Context: an optimization exercise on an open-source flow, tuned for small area and a short achievable clock period. The choices shown serve that exercise and are no tape-out recipe. RTL that was checked went through simulation tests only; none was proved equivalent to the original. No functional check of the RTL was part of run 1. Power and IR drop assume default switching activity.

[flow/run.sh]
#!/bin/bash
# The standard layout, with buf_2 cells as the port buffers and setup repair
# aimed at a 2.64 ns period (slack margin 5.36 ns at the 8 ns clock).
set -euo pipefail
bash standard.sh SETUP_SLACK_MARGIN=5.33 "BUFFER_PORTS_ARGS=-buffer_cell sky130_fd_sc_hd__buf_2" finish > standard.log 2>&1
[standard.sh]
#!/bin/bash
# synth_recipe.tcl (not shown) runs the flow's synth.tcl, then flattens the netlist and writes it again
# the make line also repeats each setting of config.mk as NAME=value (left out here)
make -C /OpenROAD-flow-scripts/flow DESIGN_CONFIG=/design/flow/config.mk WORK_HOME=/design/flow/orfs CLKGATE_MAP_FILE= SYNTH_SCRIPT=/design/flow/synth_recipe.tcl "${@:-finish}"
[config.mk]
export PLATFORM = sky130hd
export DESIGN_NAME = fpu16_top
export DESIGN_NICKNAME = fpu16_top
export VERILOG_FILES = /design/flow/design.v
export SDC_FILE = /design/flow/constraint.sdc
export NUM_CORES = 4
export LEC_CHECK = 0
export ABC_AREA = 1
export CAP_MARGIN = 20
export CORE_MARGIN = 2
export CORE_UTILIZATION = 60
export CTS_CLUSTER_DIAMETER = 100
export CTS_CLUSTER_SIZE = 30
export SETUP_SLACK_MARGIN = 5.0
export SLEW_MARGIN = 20
[constraint.sdc]
create_clock -name core_clock -period 8.0 [get_ports {aclk}]
set_input_delay 1.6000 -clock core_clock [delete_from_list [all_inputs] [get_ports {aclk}]]
set_output_delay 1.6000 -clock core_clock [all_outputs]
set_load 0.01 [all_outputs]
[design.v]
module mul11_cs(
    input  [10:0] x,
    input  [5:0] neg,
    input  [5:0] one,
    input  [5:0] two,
    output [21:0] r0,
    output [21:0] r1,
    output [21:0] r2
    );
    wire neg0 = neg[0];
    wire one0 = one[0];
    wire two0 = two[0];
    wire neg1 = neg[1];
    wire one1 = one[1];
    wire two1 = two[1];
    wire neg2 = neg[2];
    wire one2 = one[2];
    wire two2 = two[2];
    wire neg3 = neg[3];
    wire one3 = one[3];
    wire two3 = two[3];
    wire neg4 = neg[4];
    wire one4 = one[4];
    wire two4 = two[4];
    wire neg5 = neg[5];
    wire one5 = one[5];
    wire two5 = two[5];
    wire pp0_0 = ((one0 & x[0]) | (two0 & 1'b0)) ^ neg0;
    wire pp0_1 = ((one0 & x[1]) | (two0 & x[0])) ^ neg0;
    wire pp0_2 = ((one0 & x[2]) | (two0 & x[1])) ^ neg0;
    wire pp0_3 = ((one0 & x[3]) | (two0 & x[2])) ^ neg0;
    wire pp0_4 = ((one0 & x[4]) | (two0 & x[3])) ^ neg0;
    wire pp0_5 = ((one0 & x[5]) | (two0 & x[4])) ^ neg0;
    wire pp0_6 = ((one0 & x[6]) | (two0 & x[5])) ^ neg0;
    wire pp0_7 = ((one0 & x[7]) | (two0 & x[6])) ^ neg0;
    wire pp0_8 = ((one0 & x[8]) | (two0 & x[7])) ^ neg0;
    wire pp0_9 = ((one0 & x[9]) | (two0 & x[8])) ^ neg0;
    wire pp0_10 = ((one0 & x[10]) | (two0 & x[9])) ^ neg0;
    wire pp0_11 = ((one0 & 1'b0) | (two0 & x[10])) ^ neg0;
    wire pp1_0 = ((one1 & x[0]) | (two1 & 1'b0)) ^ neg1;
    wire pp1_1 = ((one1 & x[1]) | (two1 & x[0])) ^ neg1;
    wire pp1_2 = ((one1 & x[2]) | (two1 & x[1])) ^ neg1;
    wire pp1_3 = ((one1 & x[3]) | (two1 & x[2])) ^ neg1;
    wire pp1_4 = ((one1 & x[4]) | (two1 & x[3])) ^ neg1;
    wire pp1_5 = ((one1 & x[5]) | (two1 & x[4])) ^ neg1;
    wire pp1_6 = ((one1 & x[6]) | (two1 & x[5])) ^ neg1;
    wire pp1_7 = ((one1 & x[7]) | (two1 & x[6])) ^ neg1;
    wire pp1_8 = ((one1 & x[8]) | (two1 & x[7])) ^ neg1;
    wire pp1_9 = ((one1 & x[9]) | (two1 & x[8])) ^ neg1;
    wire pp1_10 = ((one1 & x[10]) | (two1 & x[9])) ^ neg1;
    wire pp1_11 = ((one1 & 1'b0) | (two1 & x[10])) ^ neg1;
    wire pp2_0 = ((one2 & x[0]) | (two2 & 1'b0)) ^ neg2;
    wire pp2_1 = ((one2 & x[1]) | (two2 & x[0])) ^ neg2;
    wire pp2_2 = ((one2 & x[2]) | (two2 & x[1])) ^ neg2;
    wire pp2_3 = ((one2 & x[3]) | (two2 & x[2])) ^ neg2;
    wire pp2_4 = ((one2 & x[4]) | (two2 & x[3])) ^ neg2;
    wire pp2_5 = ((one2 & x[5]) | (two2 & x[4])) ^ neg2;
    wire pp2_6 = ((one2 & x[6]) | (two2 & x[5])) ^ neg2;
    wire pp2_7 = ((one2 & x[7]) | (two2 & x[6])) ^ neg2;
    wire pp2_8 = ((one2 & x[8]) | (two2 & x[7])) ^ neg2;
    wire pp2_9 = ((one2 & x[9]) | (two2 & x[8])) ^ neg2;
    wire pp2_10 = ((one2 & x[10]) | (two2 & x[9])) ^ neg2;
    wire pp2_11 = ((one2 & 1'b0) | (two2 & x[10])) ^ neg2;
    wire pp3_0 = ((one3 & x[0]) | (two3 & 1'b0)) ^ neg3;
    wire pp3_1 = ((one3 & x[1]) | (two3 & x[0])) ^ neg3;
    wire pp3_2 = ((one3 & x[2]) | (two3 & x[1])) ^ neg3;
    wire pp3_3 = ((one3 & x[3]) | (two3 & x[2])) ^ neg3;
    wire pp3_4 = ((one3 & x[4]) | (two3 & x[3])) ^ neg3;
    wire pp3_5 = ((one3 & x[5]) | (two3 & x[4])) ^ neg3;
    wire pp3_6 = ((one3 & x[6]) | (two3 & x[5])) ^ neg3;
    wire pp3_7 = ((one3 & x[7]) | (two3 & x[6])) ^ neg3;
    wire pp3_8 = ((one3 & x[8]) | (two3 & x[7])) ^ neg3;
    wire pp3_9 = ((one3 & x[9]) | (two3 & x[8])) ^ neg3;
    wire pp3_10 = ((one3 & x[10]) | (two3 & x[9])) ^ neg3;
    wire pp3_11 = ((one3 & 1'b0) | (two3 & x[10])) ^ neg3;
    wire pp4_0 = ((one4 & x[0]) | (two4 & 1'b0)) ^ neg4;
    wire pp4_1 = ((one4 & x[1]) | (two4 & x[0])) ^ neg4;
    wire pp4_2 = ((one4 & x[2]) | (two4 & x[1])) ^ neg4;
    wire pp4_3 = ((one4 & x[3]) | (two4 & x[2])) ^ neg4;
    wire pp4_4 = ((one4 & x[4]) | (two4 & x[3])) ^ neg4;
    wire pp4_5 = ((one4 & x[5]) | (two4 & x[4])) ^ neg4;
    wire pp4_6 = ((one4 & x[6]) | (two4 & x[5])) ^ neg4;
    wire pp4_7 = ((one4 & x[7]) | (two4 & x[6])) ^ neg4;
    wire pp4_8 = ((one4 & x[8]) | (two4 & x[7])) ^ neg4;
    wire pp4_9 = ((one4 & x[9]) | (two4 & x[8])) ^ neg4;
    wire pp4_10 = ((one4 & x[10]) | (two4 & x[9])) ^ neg4;
    wire pp4_11 = ((one4 & 1'b0) | (two4 & x[10])) ^ neg4;
    wire pp5_0 = (one5 & x[0]) | (two5 & 1'b0);
    wire pp5_1 = (one5 & x[1]) | (two5 & x[0]);
    wire pp5_2 = (one5 & x[2]) | (two5 & x[1]);
    wire pp5_3 = (one5 & x[3]) | (two5 & x[2]);
    wire pp5_4 = (one5 & x[4]) | (two5 & x[3]);
    wire pp5_5 = (one5 & x[5]) | (two5 & x[4]);
    wire pp5_6 = (one5 & x[6]) | (two5 & x[5]);
    wire pp5_7 = (one5 & x[7]) | (two5 & x[6]);
    wire pp5_8 = (one5 & x[8]) | (two5 & x[7]);
    wire pp5_9 = (one5 & x[9]) | (two5 & x[8]);
    wire pp5_10 = (one5 & x[10]) | (two5 & x[9]);
    wire pp5_11 = (one5 & 1'b0) | (two5 & x[10]);
    wire w1 = pp0_6 ^ pp1_4;
    wire w2 = pp0_6 & pp1_4;
    wire w3 = pp0_7 ^ pp1_5;
    wire w4 = pp0_7 & pp1_5;
    wire w5 = pp0_8 ^ pp1_6 ^ pp2_4;
    wire w6 = (pp0_8 & pp1_6) | (pp0_8 & pp2_4) | (pp1_6 & pp2_4);
    wire w7 = pp3_2 ^ pp4_0;
    wire w8 = pp3_2 & pp4_0;
    wire w9 = pp0_9 ^ pp1_7 ^ pp2_5;
    wire w10 = (pp0_9 & pp1_7) | (pp0_9 & pp2_5) | (pp1_7 & pp2_5);
    wire w11 = pp3_3 ^ pp4_1;
    wire w12 = pp3_3 & pp4_1;
    wire w13 = pp0_10 ^ pp1_8 ^ pp2_6;
    wire w14 = (pp0_10 & pp1_8) | (pp0_10 & pp2_6) | (pp1_8 & pp2_6);
    wire w15 = pp3_4 ^ pp4_2 ^ pp5_0;
    wire w16 = (pp3_4 & pp4_2) | (pp3_4 & pp5_0) | (pp4_2 & pp5_0);
    wire w17 = pp0_11 ^ pp1_9 ^ pp2_7;
    wire w18 = (pp0_11 & pp1_9) | (pp0_11 & pp2_7) | (pp1_9 & pp2_7);
    wire w19 = pp3_5 ^ pp4_3 ^ pp5_1;
    wire w20 = (pp3_5 & pp4_3) | (pp3_5 & pp5_1) | (pp4_3 & pp5_1);
    wire w21 = pp1_10 ^ pp2_8 ^ pp3_6;
    wire w22 = (pp1_10 & pp2_8) | (pp1_10 & pp3_6) | (pp2_8 & pp3_6);
    wire w23 = pp4_4 ^ pp5_2 ^ neg0;
    wire w24 = (pp4_4 & pp5_2) | (pp4_4 & neg0) | (pp5_2 & neg0);
    wire w25 = pp1_11 ^ pp2_9 ^ pp3_7;
    wire w26 = (pp1_11 & pp2_9) | (pp1_11 & pp3_7) | (pp2_9 & pp3_7);
    wire w27 = pp4_5 ^ pp5_3 ^ neg0;
    wire w28 = (pp4_5 & pp5_3) | (pp4_5 & neg0) | (pp5_3 & neg0);
    wire w29 = pp2_10 ^ pp3_8 ^ pp4_6;
    wire w30 = (pp2_10 & pp3_8) | (pp2_10 & pp4_6) | (pp3_8 & pp4_6);
    wire w31 = pp5_4 ^ ~neg0 ^ ~neg1;
    wire w32 = (pp5_4 & ~neg0) | (pp5_4 & ~neg1) | (~neg0 & ~neg1);
    wire w33 = pp2_11 ^ pp3_9 ^ pp4_7;
    wire w34 = (pp2_11 & pp3_9) | (pp2_11 & pp4_7) | (pp3_9 & pp4_7);
    wire w35 = pp5_5 ^ 1'b1;
    wire w36 = pp5_5 & 1'b1;
    wire w37 = pp3_10 ^ pp4_8 ^ pp5_6;
    wire w38 = (pp3_10 & pp4_8) | (pp3_10 & pp5_6) | (pp4_8 & pp5_6);
    wire w39 = pp3_11 ^ pp4_9;
    wire w40 = pp3_11 & pp4_9;
    wire w41 = pp0_4 ^ pp1_2;
    wire w42 = pp0_4 & pp1_2;
    wire w43 = pp0_5 ^ pp1_3;
    wire w44 = pp0_5 & pp1_3;
    wire w45 = w1 ^ pp2_2 ^ pp3_0;
    wire w46 = (w1 & pp2_2) | (w1 & pp3_0) | (pp2_2 & pp3_0);
    wire w47 = w2 ^ w3 ^ pp2_3;
    wire w48 = (w2 & w3) | (w2 & pp2_3) | (w3 & pp2_3);
    wire w49 = w4 ^ w5 ^ w7;
    wire w50 = (w4 & w5) | (w4 & w7) | (w5 & w7);
    wire w51 = w6 ^ w8 ^ w9;
    wire w52 = (w6 & w8) | (w6 & w9) | (w8 & w9);
    wire w53 = w10 ^ w12 ^ w13;
    wire w54 = (w10 & w12) | (w10 & w13) | (w12 & w13);
    wire w55 = w14 ^ w16 ^ w17;
    wire w56 = (w14 & w16) | (w14 & w17) | (w16 & w17);
    wire w57 = w18 ^ w20 ^ w21;
    wire w58 = (w18 & w20) | (w18 & w21) | (w20 & w21);
    wire w59 = w22 ^ w24 ^ w25;
    wire w60 = (w22 & w24) | (w22 & w25) | (w24 & w25);
    wire w61 = w26 ^ w28 ^ w29;
    wire w62 = (w26 & w28) | (w26 & w29) | (w28 & w29);
    wire w63 = w30 ^ w32 ^ w33;
    wire w64 = (w30 & w32) | (w30 & w33) | (w32 & w33);
    wire w65 = w34 ^ w36 ^ w37;
    wire w66 = (w34 & w36) | (w34 & w37) | (w36 & w37);
    wire w67 = w38 ^ w39 ^ pp5_7;
    wire w68 = (w38 & w39) | (w38 & pp5_7) | (w39 & pp5_7);
    wire w69 = w40 ^ pp4_10 ^ pp5_8;
    wire w70 = (w40 & pp4_10) | (w40 & pp5_8) | (pp4_10 & pp5_8);
    wire w71 = pp4_11 ^ pp5_9;
    wire w72 = pp4_11 & pp5_9;
    assign r0 = {pp5_11, w72, w70, w68, w66, w64, w62, w60, w58, w56, w54, w52, w50, w48, w46, w44, w42, w41, pp0_3, pp0_2, pp0_1, pp0_0};
    assign r1 = {1'b1, pp5_10, w71, w69, w67, w65, w63, w61, w59, w57, w55, w53, w51, w49, w47, w45, w43, pp2_0, pp1_1, pp1_0, 1'b0, neg0};
    assign r2 = {1'b0, ~neg4, 1'b1, ~neg3, 1'b1, ~neg2, w35, w31, w27, w23, w19, w15, w11, neg4, pp3_1, neg3, pp2_1, neg2, 1'b0, neg1, 1'b0, 1'b0};
endmodule
module booth_enc11(
    input  [10:0] y,
    output [5:0] neg,
    output [5:0] one,
    output [5:0] two
    );
    assign neg[0] = y[1];
    assign one[0] = y[0] ^ 1'b0;
    assign two[0] = (y[1] & ~y[0] & ~1'b0) | (~y[1] & y[0] & 1'b0);
    assign neg[1] = y[3];
    assign one[1] = y[2] ^ y[1];
    assign two[1] = (y[3] & ~y[2] & ~y[1]) | (~y[3] & y[2] & y[1]);
    assign neg[2] = y[5];
    assign one[2] = y[4] ^ y[3];
    assign two[2] = (y[5] & ~y[4] & ~y[3]) | (~y[5] & y[4] & y[3]);
    assign neg[3] = y[7];
    assign one[3] = y[6] ^ y[5];
    assign two[3] = (y[7] & ~y[6] & ~y[5]) | (~y[7] & y[6] & y[5]);
    assign neg[4] = y[9];
    assign one[4] = y[8] ^ y[7];
    assign two[4] = (y[9] & ~y[8] & ~y[7]) | (~y[9] & y[8] & y[7]);
    assign neg[5] = 1'b0;
    assign one[5] = y[10] ^ y[9];
    assign two[5] = (1'b0 & ~y[10] & ~y[9]) | (~1'b0 & y[10] & y[9]);
endmodule
module lzc12(
    input  [11:0] op,
    output [3:0]  cnt
    );
    assign cnt =
        op[11] ? 4'd0 : op[10] ? 4'd1 : op[9] ? 4'd2 : op[8] ? 4'd3 :
        op[7] ? 4'd4 : op[6] ? 4'd5 : op[5] ? 4'd6 : op[4] ? 4'd7 :
        op[3] ? 4'd8 : op[2] ? 4'd9 : op[1] ? 4'd10 : op[0] ? 4'd11 : 4'd12;
endmodule
module fpu_cmp_core(
    input  [15:0] a,
    input  [15:0] b,
    output        ge,
    output        mag_gt
    );
    wire gt, eq;
    mag_cmp15 u_mag(.x(a[14:0]), .y(b[14:0]), .gt(gt), .eq(eq));
    assign ge = (a[15] ^ b[15]) ? ~a[15] : (a[15] ? ~gt : (gt | eq));
    assign mag_gt = gt;
endmodule
module mag_cmp15(
    input  [14:0] x,
    input  [14:0] y,
    output        gt,
    output        eq
    );
    wire [15:0] g0 = {1'b0, x & ~y};
    wire [15:0] e0 = {1'b1, ~(x ^ y)};
    wire [7:0] g1, e1;
    wire [3:0] g2, e2;
    wire [1:0] g3, e3;
    genvar i;
    generate
        for (i = 0; i < 8; i = i + 1) begin : l1
            assign g1[i] = g0[2*i+1] | (e0[2*i+1] & g0[2*i]);
            assign e1[i] = e0[2*i+1] & e0[2*i];
        end
        for (i = 0; i < 4; i = i + 1) begin : l2
            assign g2[i] = g1[2*i+1] | (e1[2*i+1] & g1[2*i]);
            assign e2[i] = e1[2*i+1] & e1[2*i];
        end
        for (i = 0; i < 2; i = i + 1) begin : l3
            assign g3[i] = g2[2*i+1] | (e2[2*i+1] & g2[2*i]);
            assign e3[i] = e2[2*i+1] & e2[2*i];
        end
    endgenerate
    assign gt = g3[1] | (e3[1] & g3[0]);
    assign eq = e3[1] & e3[0];
endmodule
module fpu16_top(
    input         aclk,
    input  [15:0] a,
    input  [15:0] b,
    input         a_valid,
    input         b_valid,
    output [15:0] add_result,
    output        add_valid,
    output [15:0] sub_result,
    output        sub_valid,
    output [15:0] mul_result,
    output        mul_valid,
    output [7:0]  cmp_result,
    output        cmp_valid
    );
    reg v0, v1, v2, v3, v4, v5;
    always @(posedge aclk) begin
        v0 <= a_valid & b_valid;
        v1 <= v0; v2 <= v1; v3 <= v2; v4 <= v3; v5 <= v4;
    end
    reg [15:0] a0, b0;
    reg cmp_q, a_gt;
    wire ge, mag_gt;
    fpu_cmp_core u_cmp(.a(a), .b(b), .ge(ge), .mag_gt(mag_gt));
    always @(posedge aclk) begin
        a0 <= a;
        b0 <= b;
        cmp_q <= ge;
        a_gt <= mag_gt;
    end
    assign cmp_result = {7'b0, cmp_q};
    assign cmp_valid = v0;
    wire [14:0] l0 = a_gt ? a0[14:0] : b0[14:0];
    wire [14:0] s0 = a_gt ? b0[14:0] : a0[14:0];
    wire hl0 = |l0[14:10];
    wire hs0 = |s0[14:10];
    wire [4:0] d0 = {l0[14:11], l0[10] | ~hl0} - {s0[14:11], s0[10] | ~hs0};
    wire [5:0] bn0, bo0, bt0;
    booth_enc11 u_be(.y({hs0, s0[9:0]}), .neg(bn0), .one(bo0), .two(bt0));
    reg [14:0] l1, s1;
    reg ls1, es1, fs1, hl1, hs1;
    reg [5:0] bo1, bt1;
    reg [4:0] d1;
    always @(posedge aclk) begin
        l1  <= l0;
        s1  <= s0;
        ls1 <= a_gt ? a0[15] : b0[15];
        es1 <= a0[15] ^ b0[15];
        fs1 <= a_gt ? a0[15] : ~b0[15];
        hl1 <= hl0;
        hs1 <= hs0;
        bo1 <= bo0;
        bt1 <= bt0;
        d1  <= d0;
    end
    wire [4:0] le1 = {l1[14:11], l1[10] | ~hl1};
    wire [4:0] se1 = {s1[14:11], s1[10] | ~hs1};
    wire [13:0] s_ext = {hs1, s1[9:0], 3'b0};
    wire [13:0] s_shr = d1[4] ? 14'b0 : s_ext >> d1[3:0];
    wire [13:0] s_lost = d1[4] ? s_ext : s_ext & ~(14'h3fff << d1[3:0]);
    reg [14:0] l2;
    reg [13:0] sal2;
    reg ls2, es2, fs2, hl2, linf2, pani2, bz2;
    always @(posedge aclk) begin
        l2    <= l1;
        sal2  <= {s_shr[13:1], s_shr[0] | (|s_lost)};
        ls2   <= ls1;
        es2   <= es1;
        fs2   <= fs1;
        hl2   <= hl1;
        linf2 <= &l1[14:10];
        pani2 <= es1 & (&s1[14:10]) & ~(|l1[9:0]) & ~(|s1[9:0]);
        bz2   <= ~hl1 & ~(|l1[9:0]);
    end
    wire [13:0] sal_e = linf2 ? 14'b0 : sal2;
    wire [13:0] l_ext = {hl2, l2[9:0], 3'b0};
    reg [14:0] ps3;
    reg [13:0] ms3;
    reg [4:0] le3;
    reg linf3, ls3, es3, fs3, pani3, bz3;
    always @(posedge aclk) begin
        ps3   <= {1'b0, l_ext} + {1'b0, sal_e};
        ms3   <= l_ext - sal_e;
        le3   <= {l2[14:11], l2[10] | ~hl2};
        linf3 <= linf2;
        ls3   <= ls2;
        es3   <= es2;
        fs3   <= fs2;
        pani3 <= pani2;
        bz3   <= bz2;
    end
    wire p_nf = ps3[14];
    wire [9:0] p_fr = p_nf ? ps3[13:4] : ps3[12:3];
    wire p_g  = p_nf ? ps3[3] : ps3[2];
    wire p_r  = p_nf ? ps3[2] : ps3[1];
    wire p_st = p_nf ? (ps3[1] | ps3[0]) : ps3[0];
    wire [4:0] p_e = p_nf ? le3 + 5'd1 : (ps3[13] ? le3 : 5'd0);
    wire p_inc = p_g & (p_r | p_st | p_fr[0]);
    wire [10:0] m_force = (le3 >= 5'd12) ? 11'b0 : (11'b1 << (5'd11 - le3));
    wire [10:0] m_top = ms3[13:3] | m_force;
    wire [3:0] m_sh =
        m_top[10] ? 4'd0 : m_top[9] ? 4'd1 : m_top[8] ? 4'd2 : m_top[7] ? 4'd3 :
        m_top[6] ? 4'd4 : m_top[5] ? 4'd5 : m_top[4] ? 4'd6 : m_top[3] ? 4'd7 :
        m_top[2] ? 4'd8 : m_top[1] ? 4'd9 : m_top[0] ? 4'd10 : 4'd11;
    wire [13:0] m_n = ms3 << m_sh;
    wire [10:0] m_t = ms3[13:3];
    wire [3:0] m_lz =
        m_t[10] ? 4'd0 : m_t[9] ? 4'd1 : m_t[8] ? 4'd2 : m_t[7] ? 4'd3 :
        m_t[6] ? 4'd4 : m_t[5] ? 4'd5 : m_t[4] ? 4'd6 : m_t[3] ? 4'd7 :
        m_t[2] ? 4'd8 : m_t[1] ? 4'd9 : m_t[0] ? 4'd10 : 4'd11;
    wire [5:0] m_ed = {1'b0, le3} - {2'b0, m_lz};
    wire [4:0] m_e = (m_ed[5] | (m_ed == 6'd0)) ? 5'd0 : m_ed[4:0];
    wire m_inc = (m_sh == 4'd0) ? ms3[2] & (ms3[1] | ms3[0] | ms3[3]) :
                 (m_sh == 4'd1) ? ms3[1] & (ms3[0] | ms3[2]) : 1'b0;
    reg [14:0] pv4, mv4;
    reg pinc4, minc4, mz4, linf4, ls4, es4, fs4, pani4, bz4;
    always @(posedge aclk) begin
        pv4   <= {p_e, p_fr};
        pinc4 <= p_inc;
        mv4   <= {m_e, m_n[12:3]};
        minc4 <= m_inc;
        mz4   <= ~(|ms3);
        linf4 <= linf3;
        ls4   <= ls3;
        es4   <= es3;
        fs4   <= fs3;
        pani4 <= pani3;
        bz4   <= bz3;
    end
    wire [14:0] p_rnd = pv4 + pinc4;
    wire [14:0] m_rnd = mv4 + minc4;
    wire [14:0] p_res = ((&p_rnd[14:10]) & ~linf4) ? 15'h7c00 : p_rnd;
    wire [14:0] m_res = ((&m_rnd[14:10]) & ~linf4) ? 15'h7c00 : m_rnd;
    wire [14:0] add_mag = es4 ? m_res : p_res;
    wire [14:0] sub_mag = es4 ? p_res : m_res;
    wire zs = bz4 & ls4 & ~es4;
    wire [15:0] add_c = pani4 ? 16'hfe00 : bz4 ? {zs, 15'b0} :
                        (es4 & mz4) ? 16'b0 : {ls4, add_mag};
    wire [15:0] sub_c = pani4 ? 16'hfe00 : bz4 ? {zs, 15'b0} :
                        (~es4 & mz4) ? 16'b0 : {fs4, sub_mag};
    reg [15:0] add_q, sub_q;
    reg add_vq, sub_vq;
    always @(posedge aclk) begin
        add_q  <= add_c;
        sub_q  <= sub_c;
        add_vq <= v4 & ~(&add_c[14:10]);
        sub_vq <= v4 & ~(&sub_c[14:10]);
    end
    assign add_result = add_q;
    assign add_valid = add_vq;
    assign sub_result = sub_q;
    assign sub_valid = sub_vq;
    wire [10:0] m_x = {hl1, l1[9:0]};
    wire [10:0] m_y = {hs1, s1[9:0]};
    wire [21:0] cs0, cs1, cs2;
    wire [5:0] bn1 = {1'b0, m_y[9], m_y[7], m_y[5], m_y[3], m_y[1]};
    mul11_cs u_mul(.x(m_x), .neg(bn1), .one(bo1), .two(bt1), .r0(cs0), .r1(cs1), .r2(cs2));
    wire nan1 = &l1[14:10];
    wire psel1 = (&s1[14:10]) & (ls1 ^ fs1);
    wire [9:0] payload = psel1 ? s1[9:0] : l1[9:0];
    reg [21:0] cs0_2, cs1_2, cs2_2;
    reg [6:0] t2;
    reg msg2, nan2, zero2;
    always @(posedge aclk) begin
        cs0_2 <= nan1 ? {2'b01, payload, 10'b0} : cs0;
        cs1_2 <= nan1 ? 22'b0 : cs1;
        cs2_2 <= nan1 ? 22'b0 : cs2;
        t2    <= {2'b0, le1} + {2'b0, se1} - 7'd15;
        msg2  <= es1;
        nan2  <= nan1;
        zero2 <= ~hs1 & ~(|s1[9:0]);
    end
    wire [21:0] q_s = cs0_2 ^ cs1_2 ^ cs2_2;
    wire [21:0] q_c = (cs0_2 & cs1_2) | (cs0_2 & cs2_2) | (cs1_2 & cs2_2);
    wire [21:0] q_sum = q_s + {q_c[20:0], 1'b0};
    reg [21:0] q3;
    reg [6:0] t3;
    reg msg3, nan3, zero3;
    always @(posedge aclk) begin
        q3    <= q_sum;
        t3    <= t2;
        msg3  <= msg2;
        nan3  <= nan2;
        zero3 <= zero2;
    end
    wire [3:0] lq;
    lzc12 u_lq(q3[21:10], lq);
    wire normal = ~t3[6] & (t3[5:0] >= {2'b0, lq});
    reg [21:0] q4;
    reg [6:0] e4;
    reg [4:0] q_sh;
    reg normal4, msg4, nan4, zero4;
    always @(posedge aclk) begin
        q4      <= q3;
        q_sh    <= normal ? 5'd11 - {1'b0, lq} : 5'd11 - t3[4:0];
        e4      <= t3 + 7'd1 - {3'b0, lq};
        normal4 <= normal;
        msg4    <= msg3;
        nan4    <= nan3;
        zero4   <= zero3;
    end
    wire [32:0] q_pad = {q4, 11'b0};
    wire [32:0] q_z16 = q_sh[4] ? q_pad >> 16 : q_pad;
    wire [32:0] q_z8  = q_sh[3] ? q_z16 >> 8 : q_z16;
    wire [32:0] q_z4  = q_sh[2] ? q_z8 >> 4 : q_z8;
    wire [32:0] q_z2  = q_sh[1] ? q_z4 >> 2 : q_z4;
    wire [32:0] q_z   = q_sh[0] ? q_z2 >> 1 : q_z2;
    wire [11:0] win = q_z[21:10];
    wire [22:0] below = ~({23{1'b1}} << q_sh[4:0]);
    wire st4 = |(q4 & below[22:1]);
    wire [6:0] e4p1 = e4 + 7'd1;
    reg [10:0] mant5;
    reg [4:0] e5;
    reg inc5, ovn5, ovc5, normal5, msg5, nan5, zero5;
    always @(posedge aclk) begin
        mant5   <= win[11:1];
        inc5    <= win[0] & (st4 | win[1]);
        e5      <= e4[4:0];
        ovn5    <= normal4 & ($signed(e4) > 30);
        ovc5    <= normal4 & ($signed(e4p1) > 30);
        normal5 <= normal4;
        msg5    <= msg4;
        nan5    <= nan4;
        zero5   <= zero4;
    end
    wire [11:0] mr = {1'b0, mant5} + inc5;
    wire carry = inc5 & (&mant5);
    wire ovf = carry ? ovc5 : ovn5;
    wire [4:0] field = ~normal5 ? {4'b0, mr[10]} : carry ? e5 + 5'd1 : e5;
    wire [15:0] mul_c = nan5 ? {msg5, 5'b11111, mr[9:0]} : zero5 ? {msg5, 15'b0} :
                        ovf ? {msg5, 5'b11111, 10'b0} : {msg5, field, mr[9:0]};
    wire mul_err = nan5 | (ovf & ~zero5);
    reg [15:0] mul_q;
    reg mul_vq;
    always @(posedge aclk) begin
        mul_q  <= mul_c;
        mul_vq <= v5 & ~mul_err;
    end
    assign mul_result = mul_q;
    assign mul_valid = mul_vq;
endmodule
==> results.txt, run 1 <==
The share of the clock period used by the worst path after layout is 0.329. For the final database, setup skew stands at 0.0197 ns. The average routed wire per standard cell was 15.9 um.

The main flop type after synthesis was dfxtp_1. Buffers inserted during clock tree synthesis total 17. For the via count of the routed design, the log shows 15.7k. Entering global routing, the biggest net connects 64 pins.

The sum of routed wire length over all layers was 46200 um; the final cell count without fillers was 2912. The run gives 1265 as the iteration-0 DRC count of the detailed router. The clock slew seen by the registers of the worst setup and hold paths was 0.10 ns. The end-of-flow core utilization is 0.670, and the number of antenna violations at the first check in global routing is 1. Once detailed placement completed, the half-perimeter wirelength came to 35000 um. After detailed routing, the number of remaining DRC violations is 0.

The met1 layer wirelength in the final routing is 19400 um, and the total clock sinks is 412. The uppermost signal routing layer after detailed routing was met4. At the worst endpoint, the arrival time is 3.09 ns. For this design the top-level I/O count stands at 95. For the final total negative setup slack, the log shows 0 ns. The logs give 2853 for the number of placed instances, taps included and 73600 um for the wire length of the first global-routing pass. For this design the ratio of total power to cell area is 437 nW/um^2. Synthesis handed over a netlist of 2393 instances.

The worst setup path is of the reg2reg kind. The first detailed-routing pass ran for 6 iterations. By area the synthesized netlist is led by dfxtp_1 (42%), nand2_1 (8.4%), ha_1 (7.4%). The logs give 14.8k for the via count of the first global-routing pass and 10.3 nW for the leakage power of the design. Timing would allow up to 380 MHz.

Setup slack of the worst register-to-register path: 5.37 ns. The smallest clock period supported by the final layout is computed as 2.63 ns. In this run the deepest clock path goes through 3 buffers. The floorplan has 66 rows.

The global router's overall resource usage was 0.269; the number of hold buffers added after cts was 0. The routed design uses 22000 um of met2 wire. TritonCTS built the clock tree. The worst setup path is launched from a flip-flop. The maximum fanout count along the critical path was 7; the routed wire length on met3 was 2830 um.

The floorplan step defined a die boundary enclosing 34100 um^2. The run gives 0 as the count of max-cap constraint violations. The insertion delay to the later sink of the worst-skew pair was 0.52 ns; the mean instance size in the synthesized netlist was 8.18 um^2. IR analysis of the VDD net gives a maximum drop of 218 uV.

The congestion estimate from routability-driven global placement came to 0.960. STA puts the critical path data required time at 8.46 ns. The final design area excluding fillers is 21600 um^2, and the post-synthesis sequential area ratio is 0.421.

The remaining max-slew budget at the tightest pin came out at 0.384. The class of the most critical hold timing path is reg2reg. Hold timing on the final database bottoms out at a slack of 0.336 ns. The die is 185 um tall. The fraction of post-synthesis cell area in the top cell type by area was 0.421.

The synthesis-to-layout area growth was 10.6%; the count of antenna-violating nets left after detailed routing was 0. The core area is 32300 um^2, and the share of cells above drive strength 1 is 0.124. The number of vias per cell after detailed routing was 5.40. The synthesized netlist occupies a cell area of 19600 um^2.

For the number of levels in the clock H-tree, the log shows 1. Measured along the x axis, the die boundary spans 185 um. Net count reported at finish: 2670. The worst setup path is captured at a flip-flop. The number of distinct library cell variants in the gate-level netlist after synthesis is 62, and the number of warning messages in the yosys log is 1. The max-slew violation count is 0, and the total congestion overflow after global routing is 0. The post-synthesis async set-or-reset flop share is 0. The flop and latch count out of synthesis came out at 412. Setup repair after global routing could not meet its margin everywhere. CTS placed an instance of clkbuf_16 at the clock tree root.

The number of enable flip-flop cells after synthesis is 0. The number of failing setup endpoints in the final timing report is 0, and the transition at the pin with the smallest max-transition slack is 0.915 ns. The number of failing hold endpoints at the final stage came out at 0. For the total placed instance area, the log shows 20300 um^2. The number of buffer cells added on primary ports was 87. The cell type with the highest aggregate area in the netlist was dfxtp_1. The run gives 0.606 as the starting density of the core.

The flow ran to the end and the layout has no timing, DRC or antenna violations.
[final cells by class]
cell class,instances,area [um^2]
antenna,1,2.50
sequential,412,8280
multi-input combinational,1567,10300
clock buffer,18,439
fill,2712,10700
inverter,345,1330
tap,442,553
timing repair buffer,124,738
clock inverter,2,10.0
timing repair inverter,1,5.00
[synth_stat cells (7+ instances only)]
cell type / number
clkbuf_1: 54
o21bai_1: 7
a31oi_1: 10
buf_4: 10
o31ai_1: 7
clkinv_1: 17
nor4_1: 10
or2_2: 10
nand2_1: 438
nor3_1: 16
xnor2_1: 24
fa_1: 51
inv_1: 324
dfxtp_1: 412
ha_1: 116
o221ai_1: 10
xor2_1: 109
o21ai_0: 159
o22ai_1: 70
nand3_1: 129
a21oi_1: 119
nor2_1: 182
nand4_1: 16
[logic make-up after synthesis]
kind of cell | after synthesis | synth area share
buffers and inverters | 422 | 0.0846
AO/OA/AOI/OAI | 420 | 0.123
adder cells (fa/ha/maj) | 167 | 0.126
XOR/XNOR | 134 | 0.0604
multiplexers | 5 | 0.00256
flip-flops | 412 | 0.421
other | 1 | 0.000192
AND/OR/NAND/NOR | 832 | 0.182
[critical path: stages (launching register included)]
cell and delay, ns:
dfxtp_1 0.39, o21bai_1 0.13, a21oi_1 0.08, o21ai_1 0.17, nand2_1 0.07, nand2_1 0.06
nand2_1 0.08, a21oi_4 0.17, ha_1 0.27, inv_1 0.06, a21oi_1 0.06, o211ai_1 0.16
nand2_1 0.08, nand2_1 0.08, nand2_1 0.09, nand2_4 0.11, nand2_1 0.06, o21ai_1 0.10
ha_2 0.29, inv_1 0.04
[registers in the layout, indices dropped and copies added, names as in the netlist, 16 cells and up]
signal and flops:
q3 22, q4 22, a0 16, sub_q 16
add_q 16, cs1_2 20, cs0_2 22, b0 16
cs2_2 17, mul_q 16
[final timing paths]
check             startpoint      end  cells after the start
setup / recovery      q3[12]  q_sh[3]                     19
hold / removal         zero2    zero3                      0
setup reg to reg      q3[12]  q_sh[3]                     19
hold reg to reg        zero2    zero3                      0
[placed cells by master (no fill, tap or decap), types with 6 or more instances in the layout]
| cell type | n |
|---|---|
| a21oi_1 | 107 |
| a21oi_2 | 10 |
| a31oi_1 | 9 |
| buf_2 | 87 |
| buf_4 | 35 |
| clkbuf_16 | 17 |
| clkinv_1 | 15 |
| clkinvlp_4 | 9 |
| conb_1 | 7 |
| dfxtp_1 | 393 |
| dfxtp_2 | 16 |
| fa_1 | 49 |
| ha_1 | 101 |
| ha_2 | 6 |
| ha_4 | 9 |
| inv_1 | 314 |
| nand2_1 | 426 |
| nand2_2 | 14 |
| nand3_1 | 124 |
| nand3_2 | 8 |
| nand4_1 | 16 |
| nor2_1 | 168 |
| nor2_2 | 13 |
| nor2_4 | 7 |
| nor3_1 | 13 |
| nor4_1 | 7 |
| o211ai_1 | 6 |
| o21ai_0 | 147 |
| o21ai_1 | 7 |
| o21ai_2 | 8 |
| o21bai_1 | 7 |
| o221ai_1 | 9 |
| o22ai_1 | 70 |
| or2_2 | 10 |
| xnor2_1 | 23 |
| xor2_1 | 106 |
[metrics by stage]
stage	total power, W	setup slack, ns
6_report	0.00945	5.37
5_1_grt	0.0103	5.20
3_5_place_dp	0.00789	4.72
3_3_place_gp	0.00779	4.81
2_1_floorplan	0.00673	5.24
4_1_cts	0.00901	5.35
[power by group]
| part | total, W | internal (W) | switching, W |
|---|---|---|---|
| clock network | 0.000992 | 0.000399 | 0.000593 |
| registers | 0.00344 | 0.00286 | 0.000578 |
| logic | 0.00502 | 0.00205 | 0.00297 |
| total | 0.00945 | 0.00530 | 0.00414 |
[per-layer routing]
layer | global-route usage | vias up
met5 | 0 | -
met4 | 0.116 | 0
met3 | 0.0358 | 117
met2 | 0.460 | 589
met1 | 0.342 | 7165
li1 | - | 7843
[timing repair]
| action | 4_1_cts | 5_1_grt |
|---|---|---|
| gates resized for setup | 32 | 131 |
| cloned | 0 | 3 |
| pin swaps | 5 | 34 |
| setup endpoints to repair | 53 | 69 |
| hold endpoints to repair | 0 | 0 |
| buffers inserted | 6 | 29 |
==> run 2, diff against run 1 <==
--- a/design.v
+++ b/design.v
@@ -436,12 +436,11 @@
     lzc12 u_lq(q3[21:10], lq);
     wire normal = ~t3[6] & (t3[5:0] >= {2'b0, lq});
     reg [21:0] q4;
-    reg [6:0] e4;
-    reg [4:0] q_sh;
+    reg [6:0] l4, e4;
     reg normal4, msg4, nan4, zero4;
     always @(posedge aclk) begin
         q4      <= q3;
-        q_sh    <= normal ? 5'd11 - {1'b0, lq} : 5'd11 - t3[4:0];
+        l4      <= normal ? {3'b0, lq} : t3;
         e4      <= t3 + 7'd1 - {3'b0, lq};
         normal4 <= normal;
         msg4    <= msg3;
@@ -449,6 +448,7 @@
         zero4   <= zero3;
     end
     wire [32:0] q_pad = {q4, 11'b0};
+    wire [6:0] q_sh = 7'd11 - l4;
     wire [32:0] q_z16 = q_sh[4] ? q_pad >> 16 : q_pad;
     wire [32:0] q_z8  = q_sh[3] ? q_z16 >> 8 : q_z16;
     wire [32:0] q_z4  = q_sh[2] ? q_z8 >> 4 : q_z8;
==> flow/run.sh (replaced) <==
#!/bin/bash
# The standard layout, with buf_2 cells as the port buffers and setup repair
# aimed at a 2.64 ns period (slack margin 5.36 ns at the 8 ns clock).
set -euo pipefail
bash standard.sh SETUP_SLACK_MARGIN=5.36 "BUFFER_PORTS_ARGS=-buffer_cell sky130_fd_sc_hd__buf_2" finish > standard.log 2>&1
--- a/config.mk
+++ b/config.mk
@@ -11,5 +11,6 @@
 export CORE_UTILIZATION = 60
 export CTS_CLUSTER_DIAMETER = 100
 export CTS_CLUSTER_SIZE = 30
+export PLACE_DENSITY = 0.75
 export SETUP_SLACK_MARGIN = 5.0
 export SLEW_MARGIN = 20
==> run 2 against run 1 <==
  * Non-clock buffer count down 2
  * Count of clock-buffer cells in the layout unchanged
  * Fmax up 1.3%
  * Final area did not move
  * Highest routed layer unchanged
  * Sequential cell count unchanged
  * Critical endpoint is now add_result[10]
  * First-iteration DRC count down 9.1%
  * Synthesized cell count is 0.33% lower
  * Power up 2.3%
  * Worst hold slack lost 0.00081 ns
==> results.txt, run 2 <==
The run finished with no timing, DRC or antenna violations. Buffers inserted during clock tree synthesis total 17. The global router's overall resource usage was 0.269. The number of hold buffers added after CTS was 0. Setup total negative slack on the finished layout was measured at 0 ns.

For the finished layout, the period the worst path requires is 2.60 ns. 95 I/O pins were placed. The number of cell instances on the worst register-to-register path is 11. The clock reaches the later pin of the worst-skew pair after 0.53 ns. Timing would allow up to 385 MHz. The tools report the synthesized netlist cell count as 2385. The largest single stage delay on the critical path is 0.34 ns. At the pin with the least slew margin, the transition time is 0.919 ns. For this block, the routed nets add up to 46400 um of wire. The clock group share of total power was 0.102. Leaving out fill and tap cells, the most frequent cell in the layout is nand2_1. The number of vias per cell after detailed routing is 5.40, and the average routed wire per standard cell is 16.0 um.

Entering global routing, the biggest net connects 64 pins. The total number of cells along the worst setup path is 1, and the share of the clock period used by the worst path after layout is 0.325. Input and output buffers added on the ports amount to 87. The tree built by TritonCTS fans out to 412 sinks. For this block, the initial DRC count from the detailed router was 1150. The part of the total power dissipated in sequential elements came out at 0.357. The post-synthesis async set-or-reset flop share works out to 0. TritonCTS built the clock tree. The tools report the clock tree root driver cell as clkbuf_16. The total area of multi-input combinational cells came out at 10300 um^2.

The synthesized design spends more area on one cell type than any other, namely dfxtp_1. Count of antenna-violating nets left after detailed routing: 0. After clock tree synthesis, the clock-pin slew on the worst setup and hold paths is 0.11 ns. The power density over the cells was 447 nW/um^2; the post-synthesis sequential area ratio was 0.422.

Walking the worst path, the cells encountered are buf_2. Among all flip-flop cells after synthesis, the most frequent one is dfxtp_1. Once layout is complete, the cells apart from fillers number 2899. Routability-driven placement finished with a final weighted congestion of 0.990. The number of placed instances, taps included was 2844. The net count reported at finish is 2661. Internal power comes to 0.00539 W. Setup repair after global routing could not meet its margin everywhere. In this run, distinct cell masters in the synthesized netlist total 64. The number of antenna diodes in the final layout is 0. The core region is 32300 um^2. The pre-antenna-repair detailed-routing pass consisted of 6 iterations. Max-slew violation count: 0. The via count of the first global-routing pass was 14.8k; the number of failing hold endpoints at the final stage was 0. Endpoint kind of the worst setup timing path: an output pin. Relative to the synthesized area, the layout overhead comes to 10.7%.

The clock arrives with 0.0148 ns of skew. The run gives 0.541 as the proportion of power drawn by combinational gates. The run gives 0 as the number of antenna violations at the first check in global routing. For this design the total switching power over the nets is 0.00428 W. The mean instance size in the synthesized netlist is 8.20 um^2. After floorplanning, the core was divided into 66 placement rows. The mapped cell area was 19600 um^2; the peak supply drop was 312 uV.

The data required time of the critical path is 6.40 ns, and the leakage power of the design is 10.2 nW. The die boundary width works out to 185 um. In the post-synthesis netlist, the biggest area contributors are dfxtp_1 (42%), nand2_1 (8.4%), ha_1 (7.6%). Share of cells above drive strength 1: 0.127.

The worst hold path was traced through 0 stages. The maximum root-to-sink buffer count was 3; the total congestion overflow after global routing was 0. In this run, synthesis produced a sequential element count of 412.

Yosys mapped a number of flops with a built-in enable equal to 0. The starting density of the core was 0.606. Setup violations remaining at the end of the flow were counted as 0. The die covers 34000 um^2.

After legalization and detailed placement, the total HPWL measured 35500 um. From bottom edge to top edge, the die measures 185 um. The type of the setup path with the least slack was reg2out. The cell with the most instances after synthesis was nand2_1. The slowest stage of the critical path is the dfxtp_1 cell. In the synthesized netlist, the cells that appear most often are nand2_1 (440), dfxtp_1 (412), inv_1 (323). The fraction of power spent switching nets is 0.442. The library cells used most frequently in the layout, excluding fill and tap cells, are nand2_1 (432), dfxtp_1 (390), inv_1 (309), nor2_1 (157), o21ai_0 (131).

The maximum fanout count along the critical path came out at 1. The cell family contributing the most delay on the critical path is flip-flops. The wire length of the first global-routing pass is 73300 um. Class of the most critical hold timing path: reg2reg. The tools report the remaining max-slew budget at the tightest pin as 0.381. For the number of warning messages in the yosys log, the log shows 1.

The run gives 0 as the count of max-cap constraint violations. The number of levels in the clock H-tree is 1. The largest registers in the layout are cs0_2: 22 flops, q3: 22 flops, q4: 22 flops.

The arrival time of the worst setup path is 1.00 ns. Fill cells in the final layout number 2701. The fraction of post-synthesis cell area in the top cell type by area was 0.422.

The run gives 15.6k as the via count of the routed design. The buffers plus inverters on the worst setup path is 1, and the area of all sequential standard cells is 8290 um^2. After detailed routing, the number of remaining DRC violations is 0.

STA classifies the critical path startpoint as a flip-flop.
==> run 2: cell types whose count changed after synthesis, moves of 3 or more <==
cell	delta
nand3_1	-11
clkbuf_1	+3
nor2_2	+6
and2_1	-3
nand4_1	-4
a21oi_1	+9
nor2_1	-13
nor3_1	+6
nor4_1	-3
o21ai_0	-15
nand3b_1	+5
o21ai_1	+5
nand3b_2	-3
==> run 2: worst register-to-register path, stage by stage, from the launching register on <==
cell      delay (ns)
dfxtp_1         0.33
fa_1            0.47
ha_2            0.39
nand2_1         0.11
nor3_2          0.17
a21oi_2         0.13
o21ai_2         0.20
a21oi_2         0.11
o21ai_2         0.17
a21boi_2        0.08
o21ai_1         0.14
xor2_1          0.18
==> run 2: area by class of cell <==
type | count | area share
clock buffers | 18 | 0.0203
clock inverters | 1 | 0.000405
inverters | 345 | 0.0618
multi-input cells | 1558 | 0.476
flip-flops and latches | 412 | 0.383
well taps | 442 | 0.0256
repair buffers | 122 | 0.0326
repair inverters | 1 | 0.000347
==> run 2: worst paths after layout <==
check	startpoint	to	slack (ns)
worst max-delay path	add_q[10]	add_result[10]	5.40
worst min-delay path	l2[11]	le3[1]	0.34
worst min register to register	l2[11]	le3[1]	0.34
worst max register to register	cs0_2[6]	q3[20]	5.44
==> run 2: repair_timing <==
item / in CTS / in global routing
cloned: 1 / 3
setup buffers: 12 / 20
pin swaps: 2 / 34
gates resized for setup: 31 / 135
endpoints found under the setup margin: 54 / 90
==> run 2: kinds of logic (layout without fill, tap and decap cells) <==
family          Yosys count  in the layout  synth area share
simple gates            816            819             0.179
compound gates          426            426             0.125
buf+inv                 424            487            0.0840
flops                   412            412             0.422
fa+ha+maj               169            169             0.128
xor+xnor                130            130            0.0582
mux                       7              7           0.00358
other cells               1              7          0.000192
==> run 2: power groups by stage <==
stage / clock network (W) / registers [W] / logic, W
floorplan: 0 / 0.00327 / 0.00353
global placement: 0 / 0.00344 / 0.00448
detailed placement: 0 / 0.00346 / 0.00458
CTS: 0.00102 / 0.00341 / 0.00474
global route: 0.00110 / 0.00353 / 0.00591
finish: 0.000988 / 0.00345 / 0.00523
==> run 2: through the flow <==
stage	cell area, um^2	hold WS [ns]	total power, W	utilization	setup slack [ns]
after CTS	20900	0.333	0.00917	0.649	5.25
after detailed placement	20300	0.312	0.00803	0.629	4.55
final	21600	0.336	0.00966	0.670	5.40
after global placement	20300	0.310	0.00792	0.629	4.51
after floorplan	19600	0.310	0.00679	-	5.18
after global routing	21600	0.338	0.0105	0.670	5.29
==> run 2: layer usage <==
metal | GRT usage | wire [um]
met2 | 0.470 | 22500
met1 | 0.335 | 19700
met4 | 0.114 | 1830
met3 | 0.0310 | 2350
met5 | 0 | 0
==> run 3, diff against run 2 <==
--- a/config.mk
+++ b/config.mk
@@ -11,6 +11,5 @@
 export CORE_UTILIZATION = 60
 export CTS_CLUSTER_DIAMETER = 100
 export CTS_CLUSTER_SIZE = 30
-export PLACE_DENSITY = 0.75
 export SETUP_SLACK_MARGIN = 5.0
 export SLEW_MARGIN = 20
==> run 3 against run 2 <==
  * Sequential power about the same
  * Clock skew increased by 0.011 ns
  * Sequential share of layout area down 0.17 points
  * Critical endpoint is now cmp_result[0]
  * Combinational power about the same
  * Wire length down 1.3%
  * Via count fell by 0.55%
==> results.txt, run 3 <==
The run finished with no timing, DRC or antenna violations. STA puts the critical path data arrival time at 1.00 ns. For the final total negative setup slack, the log shows 0 ns. The analysis attributes to cell leakage a power of 10.3 nW. The share of cells above drive strength 1 is 0.128. The number of vias per cell after detailed routing was 5.36. The logs give 6.40 ns for the data required time of the critical path and 0.336 ns for the final worst hold slack.

Clock-pin slew was measured on the worst setup and hold paths at 0.11 ns. The fraction of power spent switching nets is 0.442, and the total clock sinks is 412. Measured along the x axis, the die boundary spans 185 um. The global router's overall resource usage is 0.264, and the number of failing setup endpoints in the final timing report is 0. The net count of the finished layout is 2666.

The area of all sequential standard cells is 8280 um^2. The tools report the starting density of the core as 0.606. The die is 185 um tall. Row generation in the floorplan step produced 66 rows. The maximum fanout count along the critical path works out to 1. After floorplanning, the core was sized to cover 32300 um^2. The tools report the mapped cell area as 19600 um^2. The buffers plus inverters on the worst setup path was 1.

The tools report the cell internal power dissipation as 0.00540 W. The final route contains 15.6k vias. In the final routed layout, each cell accounts on average for 15.7 um. The transition at the pin with the smallest max-transition slack is 0.921 ns. The number of failing hold endpoints at the final stage came out at 0.

In the layout the commonest cells are nand2_1 (433), dfxtp_1 (391), inv_1 (311), nor2_1 (155), o21ai_0 (134). Routability-driven placement finished with a final weighted congestion of 0.934. Among all cell types in the netlist, the one instantiated most often is nand2_1. The DRC violation count after routing was 0. The clock group share of total power was 0.104; the final period demand of the worst path was 2.60 ns. Pre-CTS worst setup slack: 4.64 ns. Remaining max-slew budget at the tightest pin: 0.380. The commonest cells after synthesis are nand2_1 (440), dfxtp_1 (412), inv_1 (323). The part of the total power dissipated in sequential elements came out at 0.354.

STA classifies the critical path startpoint as a flip-flop. Sorting the synthesized cells by area gives the leading types as dfxtp_1 (42%), nand2_1 (8.4%), ha_1 (7.6%). The tools report the worst setup skew after layout as 0.0257 ns.

For the fmax, the log shows 384 MHz. Setup repair after global routing could not meet its margin everywhere. The fraction of post-synthesis cell area in the top cell type by area was 0.422.

The largest registers in the layout are cs0_2: 22 flops, q3: 22 flops, q4: 22 flops. In this run, synthesis inferred 0 flip-flops with an integrated enable. The flop and latch count out of synthesis was 412; the area of the die was 34000 um^2. The tools report the clock tree root driver cell as clkbuf_16. The count of antenna-violating nets left after detailed routing was 0; the power density over the cells was 446 nW/um^2. Among cell families on the critical path, the largest total delay comes from flip-flops. The logs give 0.672 for the end-of-flow core utilization and 0 for the number of diodes added for antenna fixing. The post-synthesis async set-or-reset flop share works out to 0. Final cell count without fillers: 2905.

The proportion of power drawn by combinational gates was 0.542; the total area of multi-input combinational cells was 10300 um^2. Insertion delay to the later sink of the worst-skew pair: 0.54 ns. Hold repair after CTS inserted 0 buffers. The first global-routing pass estimated 73100 um of wire.

The logs give 8 for the iteration count of the initial detailed-routing pass and 0 for the count of max-cap constraint violations. The max-slew violation count came out at 0. For this run, the slowest stage of the critical path takes 0.34 ns.

The total CTS buffers was 17. The synthesis-to-layout area growth came out at 11.0%. Yosys mapped the design onto 64 distinct sky130hd cell types.

The wire-length estimate of the detail-placed layout is 34600 um. For the via count of the first global-routing pass, the log shows 14.7k. The min-delay analysis places its worst path in the category reg2reg. Type of the setup path with the least slack: reg2out. Number of levels in the clock H-tree: 1.

A synthesized cell averages 8.20 um^2. The number of antenna violations at the first check in global routing is 0. The share of the clock period used by the worst path after layout is 0.325. The iteration-0 DRC count of the detailed router came out at 1081. The post-synthesis sequential area ratio was 0.422. Walking the worst path, the cells encountered are buf_2.

The tools report the endpoint kind of the worst setup timing path as an output pin. The clock passes through at most 3 buffers. In this run, placement finished with an instance count of 2844. Entering global routing, the biggest net connects 57 pins.

In this run the power spent charging and discharging nets is 0.00428 W. For this run the aggregate overflow at the end of global routing stands at 0. The number of warning messages in the yosys log was 1.

The worst setup margin came out at 5.40 ns. TritonCTS built the clock tree. The largest total area in the synthesized netlist belongs to dfxtp_1.

The most frequent standard cell in the layout excluding fill and tap cells was nand2_1. The logs give 95 for the number of placed I/O pins and 377 uV for the peak supply drop. The synthesized netlist cell count was 2385; the number of buffer cells added on primary ports was 87. The final layout contains routed wiring with a total length of 45700 um.

For this run, the leading register cell type out of synthesis is dfxtp_1. For this design, the slowest cell found on the critical path is dfxtp_1. After filler insertion, the fill cell instance count of the layout stands at 2700.
## run 3: cell counts after synthesis
Identical to the previous run, type by type.
## run 3: through the flow
stage / instance area (um^2) / power, W
after detailed placement: 20300 / 0.00804
after floorplan: 19600 / 0.00679
after global placement: 20300 / 0.00794
final: 21700 / 0.00968
after CTS: 21000 / 0.00921
after global routing: 21700 / 0.0105
## run 3: final cells by class
class	instances	area share
repair inverters	1	0.000346
multi-input cells	1557	0.475
clock buffers	18	0.0202
well taps	442	0.0255
clock inverters	2	0.000807
repair buffers	128	0.0349
flip-flops and latches	412	0.381
inverters	345	0.0618
## run 3: kinds of logic (layout without fill, tap and decap cells)
logic type	count (synthesis)	in the layout	share of synthesized area
buffers and inverters	424	494	0.0840
other	1	7	0.000192
AO/OA/AOI/OAI	426	426	0.125
XOR/XNOR	130	130	0.0582
adder cells (fa/ha/maj)	169	169	0.128
AND/OR/NAND/NOR	816	818	0.179
flip-flops	412	412	0.422
multiplexers	7	7	0.00358
## run 3: path summary, 6_finish.rpt
kind / depth (start not counted) / slack (ns) / end / startpoint
worst max-delay path: 1 / 5.40 / cmp_result[0] / cmp_q
worst min-delay path: 0 / 0.34 / q4[6] / q3[6]
worst max register to register: 13 / 5.43 / q3[17] / cs1_2[4]
worst min register to register: 0 / 0.34 / q4[6] / q3[6]
## run 3: what timing repair did
item	4_1_cts	5_1_grt
endpoints found under the setup margin	55	88
gates resized for setup	35	129
gates cloned	1	2
pin swaps	4	37
buffers inserted	17	21
hold endpoints to repair	0	0
## run 3: metal layers
layer | vias to the layer above | routed length [um] | GRT usage
met4 | 0 | 1670 | 0.0899
met5 | - | 0 | 0
met2 | 498 | 21900 | 0.457
met1 | 7143 | 20000 | 0.346
li1 | 7811 | - | -
met3 | 109 | 2150 | 0.0273
## run 3: power groups by stage
stage / logic (W) / registers, W / clock network (W)
6_report: 0.00525 / 0.00343 / 0.00101
5_1_grt: 0.00592 / 0.00352 / 0.00110
4_1_cts: 0.00478 / 0.00339 / 0.00103
3_5_place_dp: 0.00460 / 0.00344 / 0
3_3_place_gp: 0.00453 / 0.00341 / 0
2_1_floorplan: 0.00353 / 0.00327 / 0
==> run 4, diff against run 3 <==
--- a/config.mk
+++ b/config.mk
@@ -11,5 +11,6 @@
 export CORE_UTILIZATION = 60
 export CTS_CLUSTER_DIAMETER = 100
 export CTS_CLUSTER_SIZE = 30
+export PLACE_DENSITY = 0.5
 export SETUP_SLACK_MARGIN = 5.0
 export SLEW_MARGIN = 20
==> run 4 against run 3 <==
  * Wire length unchanged
  * Via count unchanged
  * Fmax unchanged
  * Register-to-register slack about the same
  * Clock power is essentially flat
  * Critical path depth stayed put
  * Count of clock-buffer cells in the layout unchanged
  * Setup slack did not move
  * Synthesized cell count unchanged
  * Still clean on timing, DRC and antenna
  * Die area is the same
  * Power did not move
==> results.txt, run 4 <==
The number of failing hold endpoints at the final stage is 0. Counting instances, the worst hold path has a depth of 0. For this design the ratio of total power to cell area is 446 nW/um^2. The transition at the pin with the smallest max-transition slack is 0.921 ns.

Synthesis instantiated 64 different standard cells from the library. In the layout the commonest cells are nand2_1 (433), dfxtp_1 (391), inv_1 (311), nor2_1 (155), o21ai_0 (134). The flop and latch count out of synthesis came out at 412. By startpoint and endpoint, the worst setup path is classified as reg2out. The post-synthesis sequential area ratio is 0.422, and the number of hold buffers added after cts is 0. The pre-CTS worst setup slack was 4.64 ns. The detail route stage leaves a number of antenna-violating nets equal to 0. The insertion delay to the later sink of the worst-skew pair was 0.54 ns; the die boundary width was 185 um. The worst hold path begins at q3[6]. The core area came out at 32300 um^2. Clock tree synthesis inserted a total of 17 buffers. For this run, the leading register cell type out of synthesis is dfxtp_1.

The share of synthesized cell area in and, or, nand and nor gates is 0.179, and the mean instance size in the synthesized netlist is 8.20 um^2. The count of max-cap constraint violations came out at 0. Clock skew on the completed layout was measured at 0.0257 ns.

Via count of the first global-routing pass: 14.7k. In the routed design, unresolved DRC markers number 0. The analysis attributes to cell leakage a power of 10.3 nW.

The adder and majority cell fraction of the synthesized area was 0.128. The floorplan row count was 66; the buffers plus inverters on the worst setup path was 1. Traced cell by cell, the critical path runs through buf_2. Remaining max-slew budget at the tightest pin: 0.380. Entering global routing, the biggest net connects 57 pins. Detailed placement finished with a half-perimeter wire length of 34600 um. The library cell contributing the largest single delay on the critical path is dfxtp_1.

Setup slack on the worst reg-to-reg path comes out at 5.43 ns. The tools report the max-slew violation count as 0. Yosys attributes the largest share of cell area to dfxtp_1 (42%), nand2_1 (8.4%), ha_1 (7.6%). The run gives 0 as the number of antenna violations at the first check in global routing. The class of the most critical hold timing path is reg2reg.

Ranked by instance count, the synthesized netlist is headed by nand2_1 (440), dfxtp_1 (412), inv_1 (323). The clock passes through at most 3 buffers. The final total negative setup slack was 0 ns; the mux contribution to synthesized area was 0.00358. The run gives 0.934 as the routability-driven placement congestion ratio. Dividing the detail-routed wire length by the instance count gives 15.7 um.

The share of cells above drive strength 1 came out at 0.128. Grouping stages by cell kind, the critical path spends the most delay in flip-flops. The final design area excluding fillers is 21700 um^2, and the number of placed I/O pins is 95.

The total clock sinks came out at 412. For the global router's overall resource usage, the log shows 0.264. In this design, the stage delay of the slowest critical-path cell is 0.34 ns. The run finished with no timing, DRC or antenna violations. The fraction of post-synthesis cell area in the top cell type by area came out at 0.422. The logs give 0 for the total congestion overflow after global routing and 34000 um^2 for the area of the die. Data on the critical path is required at its endpoint by 6.40 ns.

The clock slew seen by the registers of the worst setup and hold paths works out to 0.11 ns. The post-synthesis share of cell area spent on xor and xnor gates came out at 0.0582. The final period demand of the worst path was 2.60 ns. The worst register-to-register path begins at cs1_2[4].

The number of cell instances on the worst register-to-register path came out at 13. The number of vias per cell after detailed routing is 5.36, and the fmax is 384 MHz. Across all setup checks in the final design, the least slack found is 5.40 ns. In this run the critical register-to-register path is captured at q3[17].

STA classifies the critical path endpoint as an output pin. Counting every instance in the synthesized netlist gives 2385. In the final design database the tool counted 2666 nets. The tree is rooted in a clkbuf_16. The placed instances occupy a cell area of 20300 um^2.

The share of the clock period used by the worst path after layout came out at 0.325. After the first detailed-routing iteration, the DRC count stood at 1081. The worst hold endpoint is q4[6]. The number of warning messages in the yosys log was 1. By area, the combinational part of the netlist is dominated by simple AND/OR/NAND/NOR gates. The cell type with the highest aggregate area in the netlist was dfxtp_1. The maximum fanout count along the critical path was 1; the sum of routed wire length over all layers was 45700 um. The number of levels in the clock H-tree was 1. The largest registers in the layout are cs0_2: 22 flops, q3: 22 flops, q4: 22 flops.

The post-synthesis async set-or-reset flop share is 0. TritonCTS built the clock tree. The library cell used most frequently in the layout, excluding fill and tap cells, is nand2_1. The first global-routing pass estimated 73100 um of wire. The tools report the launching element type of the critical path as a flip-flop. The post-synthesis compound-gate area fraction was 0.125. For the arrival time of the worst setup path, the log shows 1.00 ns. Buffers placed on the I/O ports in this run total 87. The mapped cell area is 19600 um^2, and the number of failing setup endpoints in the final timing report is 0.

0 antenna diodes ended up in the layout. Setup repair after global routing could not meet its margin everywhere. The vertical extent of the die is 185 um. The end-of-flow core utilization came out at 0.672. The synthesis-to-layout area growth came out at 11.0%.

By instance count, the leading cell after synthesis is nand2_1. The via count of the routed design is 15.6k, and the number of enable flip-flop cells after synthesis is 0. VDD sags by at most 377 uV. The logs give 8 for the iteration count of the initial detailed-routing pass and 0.606 for the starting density of the core.
-- run 4: worst max-delay path by stage --
stage | depth (start not counted) | slack, ns | endpoint | from
after floorplan | 10 | 5.18 | cmp_q | b[1]
after global placement | 12 | 4.63 | inc5 | l4[2]
after detailed placement | 12 | 4.64 | inc5 | l4[2]
after CTS | 12 | 5.28 | inc5 | l4[2]
after global routing | 12 | 5.22 | inc5 | l4[2]
final | 1 | 5.40 | cmp_result[0] | cmp_q
-- run 4: final cells by class --
class / count / area [um^2]
Clock buffer: 18 / 439
Clock inverter: 2 / 17.5
Fill cell: 2700 / 10600
Inverter: 345 / 1340
Multi-Input combinational cell: 1557 / 10300
Sequential cell: 412 / 8280
Tap cell: 442 / 553
Timing Repair Buffer: 128 / 758
Timing Repair inverter: 1 / 7.51
-- run 4: through the flow --
stage / std cells / hold WS (ns) / power, W
final: 2905 / 0.336 / 0.00968
after global routing: 2905 / 0.342 / 0.0105
after CTS: 2882 / 0.336 / 0.00921
after detailed placement: 2844 / 0.312 / 0.00804
after global placement: 2844 / 0.310 / 0.00794
after floorplan: 2391 / 0.310 / 0.00679
-- run 4: timing repair --
item | in CTS | in global routing
resized for setup | 35 | 129
endpoints found under the setup margin | 55 | 88
gates cloned | 1 | 2
pin swaps | 4 | 37
buffers inserted | 17 | 21
-- run 4: logic make-up after synthesis --
logic type / count (synthesis)
other: 1
adders and majority gates: 169
AOI/OAI and AO/OA: 426
buffers and inverters: 424
muxes: 7
DFF: 412
and+or+nand+nor: 816
xor gates and xnor gates: 130
-- run 4: layer usage --
metal / routed length (um) / GRT usage / vias to the layer above
met5: 0 / 0 / -
met4: 1670 / 0.0899 / 0
met3: 2150 / 0.0273 / 109
met2: 21900 / 0.457 / 498
met1: 20000 / 0.346 / 7143
li1: - / - / 7811
-- run 4: report_power, final --
| part | leakage, nW | switching, W | internal, W |
|---|---|---|---|
| clock network | 0.225 | 0.000607 | 0.000401 |
| logic | 6.62 | 0.00311 | 0.00214 |
| registers | 3.46 | 0.000567 | 0.00286 |
| total | 10.3 | 0.00428 | 0.00540 |

==> separate check: timing with driven ports <==
How much do the figures lean on ideal ports? The routed layouts below were timed once more, with nothing changed but the port constraints. Step 1 sets driving cells, clkbuf_16 on the clock port and buf_2 on the other inputs (assumed; they add their load-dependent delay and slew). Step 2 adds t to the input delays and takes it off the output delays; t is the mean of the earliest and latest rising clock arrival at the registers after step 1. Input paths then give back, and output paths get back, about the clock's delay inside the block. Slacks: no drivers / after step 1 / after step 2; pairs: no drivers / after step 1.
run | shift t [ns] | setup WS [ns] | clock arrival spread, ns | slew at the worst register clock pin (ns)
run 1 | 0.566 | 5.369 / 5.339 / 4.949 | 0.020 / 0.020 | 0.11 / 0.11
run 2 | 0.576 | 5.402 / 5.350 / 4.851 | 0.017 / 0.018 | 0.11 / 0.11
run 3 | 0.579 | 5.397 / 5.348 / 4.894 | 0.027 / 0.028 | 0.12 / 0.12
run 4 | 0.579 | 5.397 / 5.348 / 4.894 | 0.027 / 0.028 | 0.12 / 0.12
After both steps setup and hold are still met in every run listed. For run 2, which loses most, drivers alone change the setup slack by -0.052 ns; drivers and shift together by -0.551 ns.
